This is an optimization exercise on Yosys and OpenROAD, whose aim is small area, a short achievable clock period and few clock cycles per item, not a production implementation.
Function was checked by simulation only, so behaviour that the tests miss may differ from the original.
Power figures rest on the tool's default switching activity, not on a simulated workload.

## 06-27
==> flow/design.v (excerpt) <==
module DT(
        input                   clk,
        input                   reset,
        output reg              done,
        output reg              sti_rd,
        output     [9:0]        sti_addr,
        input      [15:0]       sti_di,
        output reg              res_wr,
        output reg              res_rd,
        output reg [13:0]       res_addr,
        output reg [7:0]        res_do,
        input      [7:0]        res_di
        );
Size: about 1000 cells after synthesis, roughly 62 I/O pins, roughly 9300 sq um of cells after synthesis.
Settings: LEC_CHECK=0, CAP_MARGIN=20, CORE_MARGIN=2, CORE_UTILIZATION=40, CTS_BUF_LIST=sky130_fd_sc_hd__clkbuf_8, CTS_CLUSTER_SIZE=16, SETUP_SLACK_MARGIN=5, SLEW_MARGIN=20, TNS_END_PERCENT=100; clock period 9.0 ns.
standard.sh (not shown) runs the stock make flow with config.mk's settings and CLKGATE_MAP_FILE= SYNTH_SCRIPT=/design/flow/synth_recipe.tcl, a recipe that flattens the netlist after the stock synthesis.
==> flow/flow/run.sh <==
#!/bin/bash
set -euo pipefail
MARGIN=5.75
if grep -q 'SETUP_SLACK_MARGIN=' standard.sh; then
  sed -E "s/SETUP_SLACK_MARGIN=[0-9.]+/SETUP_SLACK_MARGIN=${MARGIN}/" standard.sh > standard_margin.sh
else
  sed -E "s/\"\\$\\{@:-finish\\}\"/SETUP_SLACK_MARGIN=${MARGIN} \"\${@:-finish}\"/" standard.sh > standard_margin.sh
fi
grep -q "SETUP_SLACK_MARGIN=${MARGIN}" standard_margin.sh
bash standard_margin.sh finish > layout.log 2>&1
test -s out/final.def
06-27 has completed all stages; timing, DRC and antenna checks passed.
Testbench counts of 06-27, summed over its fixed seeds: cycles 1,019,793, images 24.
diff inputs: 06-27 => 09-23
--- a/flow/flow/run.sh
+++ b/flow/flow/run.sh
@@ -2,3 +2,3 @@
 set -euo pipefail
-MARGIN=5.75
+MARGIN=5.5
 if grep -q 'SETUP_SLACK_MARGIN=' standard.sh; then
==> run summary <==
Delta(relative area of non-clock buffer cells in the final design, 09-23 - 06-27) < 0
In 09-23 relative to 06-27, maximum frequency had gone down by a few percent.
On number of global-route vias before repair: between 09-23 and 06-27, it ends up lower for 09-23.

---

== job 4836 ==
DT, a different RTL version from the one above (not shown whole).
Size: ~140 flip-flops, roughly 62 I/O pins, ~9400 µm² of cells after synthesis.
export LEC_CHECK = 0
export CAP_MARGIN = 20
export CELL_PAD_IN_SITES_DETAIL_PLACEMENT = 0
export CELL_PAD_IN_SITES_GLOBAL_PLACEMENT = 0
export CORE_MARGIN = 2
export CORE_UTILIZATION = 40
export CTS_BUF_LIST = sky130_fd_sc_hd__clkbuf_8
export CTS_CLUSTER_SIZE = 16
export SETUP_SLACK_MARGIN = 5
export SLEW_MARGIN = 20
export TNS_END_PERCENT = 100
create_clock -name core_clock -period 9.0 [get_ports {clk}]
run.sh (not shown) runs the stock make flow with config.mk's settings and CLKGATE_MAP_FILE= SYNTH_SCRIPT=/design/flow/synth_recipe.tcl, a recipe that flattens the netlist after the stock synthesis.
Stock flow here: none of the scripts above is used.
Job 4836 completed end to end with timing, DRC and antenna clean.
Testbench counts of job 4836, summed over its fixed seeds: cycles 1,019,793, images 24.
Edits applied to the flow inputs when going from job 4836 to job 7370:
--- a/flow/config.mk
+++ b/flow/config.mk
@@ -7,11 +7,7 @@
 export LEC_CHECK = 0
 export CAP_MARGIN = 20
-export CELL_PAD_IN_SITES_DETAIL_PLACEMENT = 0
-export CELL_PAD_IN_SITES_GLOBAL_PLACEMENT = 0
 export CORE_MARGIN = 2
 export CORE_UTILIZATION = 40
 export CTS_BUF_LIST = sky130_fd_sc_hd__clkbuf_8
 export CTS_CLUSTER_SIZE = 16
-export SETUP_SLACK_MARGIN = 5
 export SLEW_MARGIN = 20
-export TNS_END_PERCENT = 100
==> comparison <==
- Between job 7370 and job 4836, the fraction of met1 tracks used by global routing does not differ in any meaningful way.
- Delta (job 7370 minus job 4836): clock network power share has increased, DRC marker count from the first detailed-route iteration decreased about 1.2%, total of max-cap violations ~0 delta.
- Non-filler instance count after layout: job 7370 vs job 4836 down about 0.43%
Changes in job 7656 relative to job 7370:
--- a/flow/config.mk
+++ b/flow/config.mk
@@ -11,3 +11,5 @@
 export CTS_BUF_LIST = sky130_fd_sc_hd__clkbuf_8
 export CTS_CLUSTER_SIZE = 16
+export SETUP_SLACK_MARGIN = 5
 export SLEW_MARGIN = 20
+export TNS_END_PERCENT = 100
Findings:
Utilization after layout, job 7656 and job 7370: higher on job 7656. Job 7656: maximum clock frequency 0.035 GHz above job 7370. ~same worst slack on hold paths in job 7656 and job 7370. On via count of the routed design, job 7656 and job 7370 are basically level. Changes observed in job 7656 relative to job 7370: sum of met2 wire segment lengths after detailed routing went up about 0.46%, area of the multi-input gates went up by 0.63%. Delta (job 7656 minus job 7370): total power rose about 1.7%; fraction of area in non-clock buffers rose 0.66 points; clock period minus final worst setup slack fell 0.62 ns. On post-route fraction of the period consumed by the critical path: job 7656 sits below job 7370. Against job 7370, job 7656 reports a sequential share of layout area that is lower.

---

05-01:
Another version of the RTL of DT (not shown whole).
Size: roughly 1200 cells after synthesis, about 190 flip-flops, ~62 I/O pins, ~0.011 mm² of cells after synthesis.
==> flow/design.v (excerpt) <==
module DT(
        input                   clk,
        input                   reset,
        output reg              done,
        output reg              sti_rd,
        output reg [9:0]        sti_addr,
        input      [15:0]       sti_di,
        output reg              res_wr,
        output reg              res_rd,
        output reg [13:0]       res_addr,
        output reg [7:0]        res_do,
        input      [7:0]        res_di
        );
make LEC_CHECK=0 CAP_MARGIN=20 CORE_MARGIN=2 CORE_UTILIZATION=40 SETUP_SLACK_MARGIN=5 SLEW_MARGIN=20 TNS_END_PERCENT=100 finish   # period 9.0 ns
Testbench counts of 05-01, summed over its fixed seeds: cycles 1,019,793, images 24.
Here is what was changed in the inputs of 08-05 compared with 05-01.
# 05-01
export LEC_CHECK = 0
export CAP_MARGIN = 20
export CORE_MARGIN = 2
export CORE_UTILIZATION = 40
export SETUP_SLACK_MARGIN = 5
export SLEW_MARGIN = 20
export TNS_END_PERCENT = 100
create_clock -name core_clock -period 9.0 [get_ports {clk}]
# 08-05
export LEC_CHECK = 0
export CAP_MARGIN = 20
export CORE_MARGIN = 2
export CORE_UTILIZATION = 40
export CTS_BUF_LIST = sky130_fd_sc_hd__clkbuf_8
export SETUP_SLACK_MARGIN = 5
export SLEW_MARGIN = 20
export TNS_END_PERCENT = 100
create_clock -name core_clock -period 9.0 [get_ports {clk}]
==> run summary <==
Compared with 05-01, 08-05 is more frugal on power.
Setup slack (lower): 08-05
Taking 08-05 as 1.0, 05-01 lands at 1.3 on clock power.
The global-route total usage across every layer on 05-01 is in line with that on 08-05.
Of 05-01 and 08-05, the higher core utilization belongs to 05-01.
Global-route wire length before repair essentially unchanged between 05-01 and 08-05.

---

branch indigo:
Another version of the RTL of DT (not shown whole).
Size in the first run: about 1,100 cells after synthesis, roughly 170 flip-flops, about 62 I/O pins, roughly 11,000 sq um of cells after synthesis.
Settings: LEC_CHECK=0, CAP_MARGIN=20, CORE_MARGIN=2, CORE_UTILIZATION=40, SETUP_SLACK_MARGIN=4.5, SLEW_MARGIN=20; clock period 9.0 ns.
Having completed the whole flow, branch indigo delivered a layout that passed the timing, DRC and antenna checks.
Testbench counts of branch indigo, summed over its fixed seeds: cycles 1,003,161, images 24.
Inputs modified between branch indigo and branch onyx:
# branch indigo
export LEC_CHECK = 0
export CAP_MARGIN = 20
export CORE_MARGIN = 2
export CORE_UTILIZATION = 40
export SETUP_SLACK_MARGIN = 4.5
export SLEW_MARGIN = 20
create_clock -name core_clock -period 9.0 [get_ports {clk}]
# branch onyx
export LEC_CHECK = 0
export CAP_MARGIN = 20
export CORE_MARGIN = 2
export CORE_UTILIZATION = 40
export SETUP_SLACK_MARGIN = 5
export SLEW_MARGIN = 20
export TNS_END_PERCENT = 100
create_clock -name core_clock -period 9.0 [get_ports {clk}]
==> comparison <==
branch onyx finished all stages; the layout is clean. branch onyx against branch indigo: per-cell routed wire length grew by about 0.33%, slew at the pin closest to its max-slew limit lower, initial DRC count lower, number of filler cells placed in the layout lower, synthesis-to-finish area growth picked up an extra 1.6 points. Of the two values seen for worst setup path endpoint, res_addr[3] was produced by branch onyx and res_addr[1] by branch indigo.

---

Another version of the RTL of DT (not shown whole).
For scale: ~160 flip-flops, about 62 I/O pins, roughly 10,000 um^2 of cells after synthesis.
Settings: LEC_CHECK=0, ABC_CLOCK_PERIOD_IN_PS=3000, CAP_MARGIN=20, CORE_MARGIN=2, CORE_UTILIZATION=40, SLEW_MARGIN=20; clock period 9.0 ns.
The baseline completed with no timing, DRC or antenna violations.
Testbench counts at the start, summed over its fixed seeds: cycles 992,090, images 24.
Next try:
--- a/flow/config.mk
+++ b/flow/config.mk
@@ -11,2 +11,3 @@
 export CORE_UTILIZATION = 40
+export SETUP_SLACK_MARGIN = 4.5
 export SLEW_MARGIN = 20
Effect: The changed run went through all stages and came out clean. Global-route usage rises by 0.85 points. Cell count came out higher by a few percent. First-iteration DRC count came out higher by a little under a tenth. Worst setup slack gains 1.1 ns. Cell area came out higher by a little under a tenth. Synthesized area is unchanged.

---

## oak
Another version of the RTL of DT (not shown whole).
Size in the first run: about 1100 cells after synthesis, about 170 flip-flops, about 10000 um^2 of cells after synthesis.
make LEC_CHECK=0 CAP_MARGIN=20 CORE_MARGIN=2 CORE_UTILIZATION=40 SETUP_SLACK_MARGIN=5 SLEW_MARGIN=20 TNS_END_PERCENT=100 finish   # period 9.0 ns
Testbench counts of oak, summed over its fixed seeds: cycles 1,019,793, images 24.
Input changes introduced in pine (baseline for comparison: oak):
Settings: CORE_UTILIZATION now 60, was 40; CTS_CLUSTER_SIZE now 16, previously not set; PLACE_DENSITY now 0.75, previously not set; CTS_BUF_LIST now sky130_fd_sc_hd__clkbuf_8, previously not set.
Findings:
- Relative to oak, the power density normalized to cell area measured on pine has decreased slightly.
- Total placed cells including tap cells (higher): oak
- Delta (pine minus oak): switching share of power has increased; cell depth of the worst setup path has increased; setup slack after layout has decreased; total power has decreased.
- Between oak and pine, global-route wire length before repair is lower for pine, oak comes in above that.

what the ideal ports hide:
The flow's constraints put no driver on any port. The routed layouts listed below were extracted and timed again, unchanged, in two steps.
Step 1 (the two cells are an assumption about what drives the block):
set clk [get_ports {clk}]
set_driving_cell -lib_cell sky130_fd_sc_hd__clkbuf_16 $clk
set_driving_cell -lib_cell sky130_fd_sc_hd__buf_2 [delete_from_list [all_inputs] $clk]
Step 2 adds t to the input delays and takes it off the output delays; t is the mean of the earliest and latest rising clock arrival at the registers after step 1. Input paths then give back, and output paths get back, about the clock's delay inside the block.
Three values: ideal, step 1, step 2; two values: the first two.
run | t, ns | slack for setup (ns) | latest minus earliest clock arrival (ns)
06-27 | 0.508 | 5.767 / 5.725 / 5.388 | 0.017 / 0.018
09-23 | 0.506 | 5.591 / 5.549 / 5.324 | 0.018 / 0.017
job 4836 | 0.502 | 5.115 / 5.071 / 5.031 | 0.021 / 0.021
job 7370 | 0.498 | 4.493 / 4.450 / 4.543 | 0.025 / 0.025
job 7656 | 0.502 | 5.115 / 5.071 / 5.031 | 0.021 / 0.021
05-01 | 0.478 | 5.311 / 5.311 / 4.989 | 0.019 / 0.019
08-05 | 0.511 | 5.289 / 5.289 / 5.002 | 0.030 / 0.030
branch indigo | 0.479 | 4.622 / 4.622 / 4.622 | 0.013 / 0.012
branch onyx | 0.485 | 5.077 / 5.077 / 4.846 | 0.011 / 0.011
the first run of note 5 | 0.478 | 0.864 / 0.864 / 0.864 | 0.014 / 0.013
the second run of note 5 | 0.480 | 1.985 / 1.985 / 1.985 | 0.017 / 0.017
oak | 0.475 | 5.116 / 5.068 / 5.336 | 0.018 / 0.017
pine | 0.524 | 5.026 / 4.986 / 5.141 | 0.019 / 0.019
After both steps setup and hold are still met in every run listed. For 06-27, which loses most, drivers alone change the setup slack by -0.042 ns; drivers and shift together by -0.379 ns.
